This is an optimization exercise on Yosys and OpenROAD, whose aim is small area and a short achievable clock period, not a production implementation. In this exercise RTL edits were held to simulation tests only and were not proved equivalent to the original.

==> flow/design.v (excerpt) <==
module top_systolic_array #(
  parameter int unsigned DATA_WIDTH = 16,
  parameter int unsigned RESET_VAL  = 0,
  parameter int unsigned M_ROWS     = 4,
  parameter int unsigned N_COLS     = 4,
  parameter int unsigned TOTAL_ELEM = M_ROWS * N_COLS
)(
  input  logic clk_i,
  input  logic rst_ni,
  input  logic [M_ROWS*DATA_WIDTH-1:0] array_a_i,
  input  logic [N_COLS*DATA_WIDTH-1:0] array_b_i,
  input  logic feed_a_valid_i,
  input  logic feed_b_valid_i,
  input  logic a_clr_i,
  input  logic b_clr_i,
  input  logic acc_clr_i,
  input  logic start_stream_i,
  input  logic stream_clr_i,
  output logic stream_valid_o,
  output logic [DATA_WIDTH-1:0] stream_data_o
);
Size: about 8000 cells after synthesis, ~150 I/O pins, about 91000 sq um of cells after synthesis.
Settings: LEC_CHECK=0, CAP_MARGIN=20, CORE_MARGIN=2, CORE_UTILIZATION=50, SETUP_SLACK_MARGIN=3.5, SLEW_MARGIN=20; clock period 8.0 ns.
standard.sh (not shown) runs the stock make flow with config.mk's settings and CLKGATE_MAP_FILE= SYNTH_SCRIPT=/design/flow/synth_recipe.tcl, a recipe that flattens the netlist after the stock synthesis.
==> flow/flow/run.sh <==
#!/bin/bash
# Layout flow: the standard ORFS flow with two changes.
#  1. After the standard synthesis, flow/polarity.py re-phases the full-adder
#     cells (a full adder is self-dual) so fewer inverters are needed between
#     them. Registers and every other cell are kept as synthesised.
#  2. Ports are buffered with a plain buffer (buf_4) instead of the delay
#     cell buffer_ports picks by default.
# Each tool's output goes to a log file of its own in this folder.
set -euo pipefail
R=orfs/results/sky130hd/top_systolic_array/base
EXTRA=("BUFFER_PORTS_ARGS=-buffer_cell sky130_fd_sc_hd__buf_4")
if [[ -f flow/extra.txt ]]; then
  while read -r l; do [[ -n "$l" ]] && EXTRA+=("$l"); done < flow/extra.txt
fi
export BUFFER_PORTS_ARGS="-buffer_cell sky130_fd_sc_hd__buf_4"
bash standard.sh "${EXTRA[@]}" synth > make_synth.log 2>&1
cp $R/1_2_yosys.v 1_2_yosys.standard.v
python3 flow/polarity.py 1_2_yosys.standard.v $R/1_2_yosys.v > polarity.log 2>&1
touch $R/1_2_yosys.v
bash standard.sh "${EXTRA[@]}" finish > make_finish.log 2>&1
==> flow/flow/polarity.py <==
#!/usr/bin/env python3
"""Re-phase full adders in a mapped sky130 netlist to remove inverters.

A full adder is self-dual: FA(~a,~b,~c) = (~sum, ~cout). Flipping the phase of
an adder cell inverts what it needs on its inputs and what it drives on its
outputs, without changing the cell. This script picks a phase per sky130 fa_*
cell (greedy local search) to minimise the number of inverters needed, then
rebuilds the inverter trees it touched. Registers and all other cells are left
as they are. Usage: polarity.py IN.v OUT.v
"""
import re, sys, random

OUTS = {'X', 'Y', 'Q', 'Q_N', 'SUM', 'COUT', 'HI', 'LO'}
src = open(sys.argv[1]).read()

inst_re = re.compile(r'^(\s*)(sky130_fd_sc_hd__\w+)\s+(\S+)\s*\((.*?)\n\s*\);\n', re.S | re.M)
pin_re = re.compile(r'\.(\w+)\((.*?)\)\s*(?:,|$)', re.M)

cells = []
for m in inst_re.finditer(src):
    typ, name, body = m.group(2), m.group(3), m.group(4)
    pins = [(p, n.strip()) for p, n in pin_re.findall(body)]
    cells.append(dict(typ=typ, name=name, pins=pins, span=m.span(), indent=m.group(1)))

# module ports
hdr = src[:src.index(');')]
ports = set()
for m in re.finditer(r'^\s*(input|output|inout)\s+(?:wire\s+)?(\[[^\]]*\]\s*)?(\S+?)\s*;', src, re.M):
    ports.add(m.group(3))
def base(n):
    n = n.strip()
    if n.startswith('\\'):
        b = n.split(' ')[0]
    else:
        b = n
    return re.sub(r'\[\d+\]$', '', b) if not n.startswith('\\') else b.rstrip()

def is_port(n):
    b = n.strip()
    if b.startswith('\\'):
        return b.split(' ')[0] in ports or b in ports
    return re.sub(r'\s*\[\d+\]$', '', b) in ports

driver = {}
loads = {}
for ci, c in enumerate(cells):
    for p, n in c['pins']:
        if not n or n.startswith("1'") or n.startswith('{'):
            continue
        if p in OUTS:
            driver[n] = (ci, p)
        else:
            loads.setdefault(n, []).append((ci, p))

def is_inv(ci):
    return re.match(r'sky130_fd_sc_hd__(clk)?inv_\d+$', cells[ci]['typ']) is not None
def is_fa(ci):
    return re.match(r'sky130_fd_sc_hd__fa_\d+$', cells[ci]['typ']) is not None

# roots: nets not driven by an inverter
def pinnet(ci, p):
    for q, n in cells[ci]['pins']:
        if q == p:
            return n
roots = {}
for n in set(list(driver) + list(loads)):
    d = driver.get(n)
    if d is not None and is_inv(d[0]):
        continue
    # walk the inverter tree
    cons = []  # (ci, pin, polarity)
    invs = []
    nets = [n]
    stack = [(n, 0)]
    bad = is_port(n)
    while stack:
        m, q = stack.pop()
        for ci, p in loads.get(m, []):
            if is_inv(ci):
                invs.append(ci)
                y = pinnet(ci, 'Y')
                nets.append(y)
                if is_port(y):
                    bad = True
                stack.append((y, q ^ 1))
            else:
                cons.append((ci, p, q))
    roots[n] = dict(cons=cons, invs=invs, nets=nets, bad=bad,
                    src=d[0] if d is not None else None)

fas = [ci for ci in range(len(cells)) if is_fa(ci)]
x = {ci: 0 for ci in fas}
fixed = set()
for r, R in roots.items():
    if R['bad'] or R['src'] is None:
        for ci, p, q in R['cons']:
            if ci in x:
                fixed.add(ci)
        if R['src'] in x:
            fixed.add(R['src'])

def need(R, ci, q):
    xs = x.get(R['src'], 0) if R['src'] is not None else 0
    return q ^ xs ^ x.get(ci, 0)

def cost(R):
    if not R['cons']:
        return 0
    return 1 if any(need(R, ci, q) for ci, p, q in R['cons']) else 0

fa_roots = {ci: set() for ci in fas}
for r, R in roots.items():
    if R['src'] in x:
        fa_roots[R['src']].add(r)
    for ci, p, q in R['cons']:
        if ci in x:
            fa_roots[ci].add(r)

total0 = sum(cost(R) for R in roots.values())
orig_inv = sum(len(R['invs']) for R in roots.values())
random.seed(1)
order = [f for f in fas if f not in fixed]
for it in range(30):
    improved = 0
    random.shuffle(order)
    for f in order:
        rs = fa_roots[f]
        before = sum(cost(roots[r]) for r in rs)
        x[f] ^= 1
        after = sum(cost(roots[r]) for r in rs)
        if after < before or (after == before and random.random() < 0.3):
            improved += before - after
        else:
            x[f] ^= 1
    if improved == 0 and it > 5:
        break
total1 = sum(cost(R) for R in roots.values())
sys.stderr.write(f"fa={len(fas)} fixed={len(fixed)} flipped={sum(x.values())} "
                 f"inverters: original {orig_inv}, needed before {total0}, after {total1}\n")

# rebuild: for every root touching an FA, drop its inverters and reconnect.
edits = {}      # ci -> {pin: newnet}
remove = set()
newcells = []
newwires = []
k = 0
for r, R in roots.items():
    touches = (R['src'] in x) or any(ci in x for ci, p, q in R['cons'])
    if not touches or R['bad'] or not R['cons']:
        continue
    inv_net = None
    for ci in R['invs']:
        remove.add(ci)
    for ci, p, q in R['cons']:
        if need(R, ci, q):
            if inv_net is None:
                k += 1
                inv_net = f"_pol_net_{k}_"
                newwires.append(inv_net)
                newcells.append((f"_pol_inv_{k}_", r, inv_net))
            edits.setdefault(ci, {})[p] = inv_net
        else:
            edits.setdefault(ci, {})[p] = r

def esc(n):
    return n + ' ' if n.startswith('\\') else n

out = []
pos = 0
for ci, c in enumerate(cells):
    s, e = c['span']
    out.append(src[pos:s])
    pos = e
    if ci in remove:
        continue
    pins = c['pins']
    ed = edits.get(ci, {})
    body = ",\n".join(f"{c['indent']}  .{p}({esc(ed.get(p, n))})" for p, n in pins)
    out.append(f"{c['indent']}{c['typ']} {c['name']} (\n{body}\n{c['indent']});\n")
rest = src[pos:]
i = rest.rindex('endmodule')
add = "".join(f"  wire {w};\n" for w in newwires)
add += "".join(f"  sky130_fd_sc_hd__inv_1 {n} (\n    .A({esc(a)}),\n    .Y({y})\n  );\n" for n, a, y in newcells)
out.append(rest[:i] + add + rest[i:])
open(sys.argv[2], 'w').write("".join(out))
sys.stderr.write(f"removed {len(remove)} inverters, added {len(newcells)}\n")
The starting point completed with no timing, DRC or antenna violations.
Edit:
--- a/flow/flow/polarity.py
+++ b/flow/flow/polarity.py
@@ -121,0 +122 @@
+import math
@@ -123,6 +124,18 @@
-for it in range(30):
-    improved = 0
-    random.shuffle(order)
-    for f in order:
-        rs = fa_roots[f]
-        before = sum(cost(roots[r]) for r in rs)
+cur = total0
+best = cur
+bestx = dict(x)
+T = 2.0
+steps = 400 * max(1, len(order))
+for step in range(steps):
+    f = order[random.randrange(len(order))]
+    rs = fa_roots[f]
+    before = sum(cost(roots[r]) for r in rs)
+    x[f] ^= 1
+    after = sum(cost(roots[r]) for r in rs)
+    d = after - before
+    if d <= 0 or random.random() < math.exp(-d / T):
+        cur += d
+        if cur < best:
+            best = cur
+            bestx = dict(x)
+    else:
@@ -130,7 +143,2 @@
-        after = sum(cost(roots[r]) for r in rs)
-        if after < before or (after == before and random.random() < 0.3):
-            improved += before - after
-        else:
-            x[f] ^= 1
-    if improved == 0 and it > 5:
-        break
+    T = max(0.02, 2.0 * (1 - step / steps))
+x = bestx
ABC_CLOCK_PERIOD_IN_PS = 3000   (was default)
SETUP_SLACK_MARGIN = 4.0   (was 3.5)
What happened: The new run passed the timing, DRC and antenna checks; synthesized area is about the same; hold slack improved by 0.011 ns; die area stays flat; final area came out higher by 1.6%; non-clock buffer count came out higher by 75.

re-timing with driven ports:
In the flow no input, the clock included, has a driving cell. The finished layouts below were timed again as built, in two steps. Step 1 (the two cells are an assumption about what drives the block):
set clk [get_ports {clk_i}]
set_driving_cell -lib_cell sky130_fd_sc_hd__clkbuf_16 $clk
set_driving_cell -lib_cell sky130_fd_sc_hd__buf_2 [delete_from_list [all_inputs] $clk]
Step 2 times the ports against the registers' clock, not the clock port: input delays grow and output delays shrink by t, the midpoint of the rising clock arrivals with the driver on. a / b / c = ideal ports / drivers / drivers and shift; a / b = the first two.
| run | t (ns) | setup WS [ns] | hold WS [ns] | clock arrival spread, ns |
|---|---|---|---|---|
| the first run | 0.849 | 3.433 / 3.482 / 2.633 | 0.443 / 0.443 / 0.443 | 0.043 / 0.042 |
| the second run | 0.853 | 3.475 / 3.520 / 2.666 | 0.454 / 0.454 / 0.454 | 0.046 / 0.045 |
After both steps every run listed still meets setup and hold. The setup slack of the second run, which loses most, moves by +0.045 ns with the drivers and by -0.809 ns with both steps.
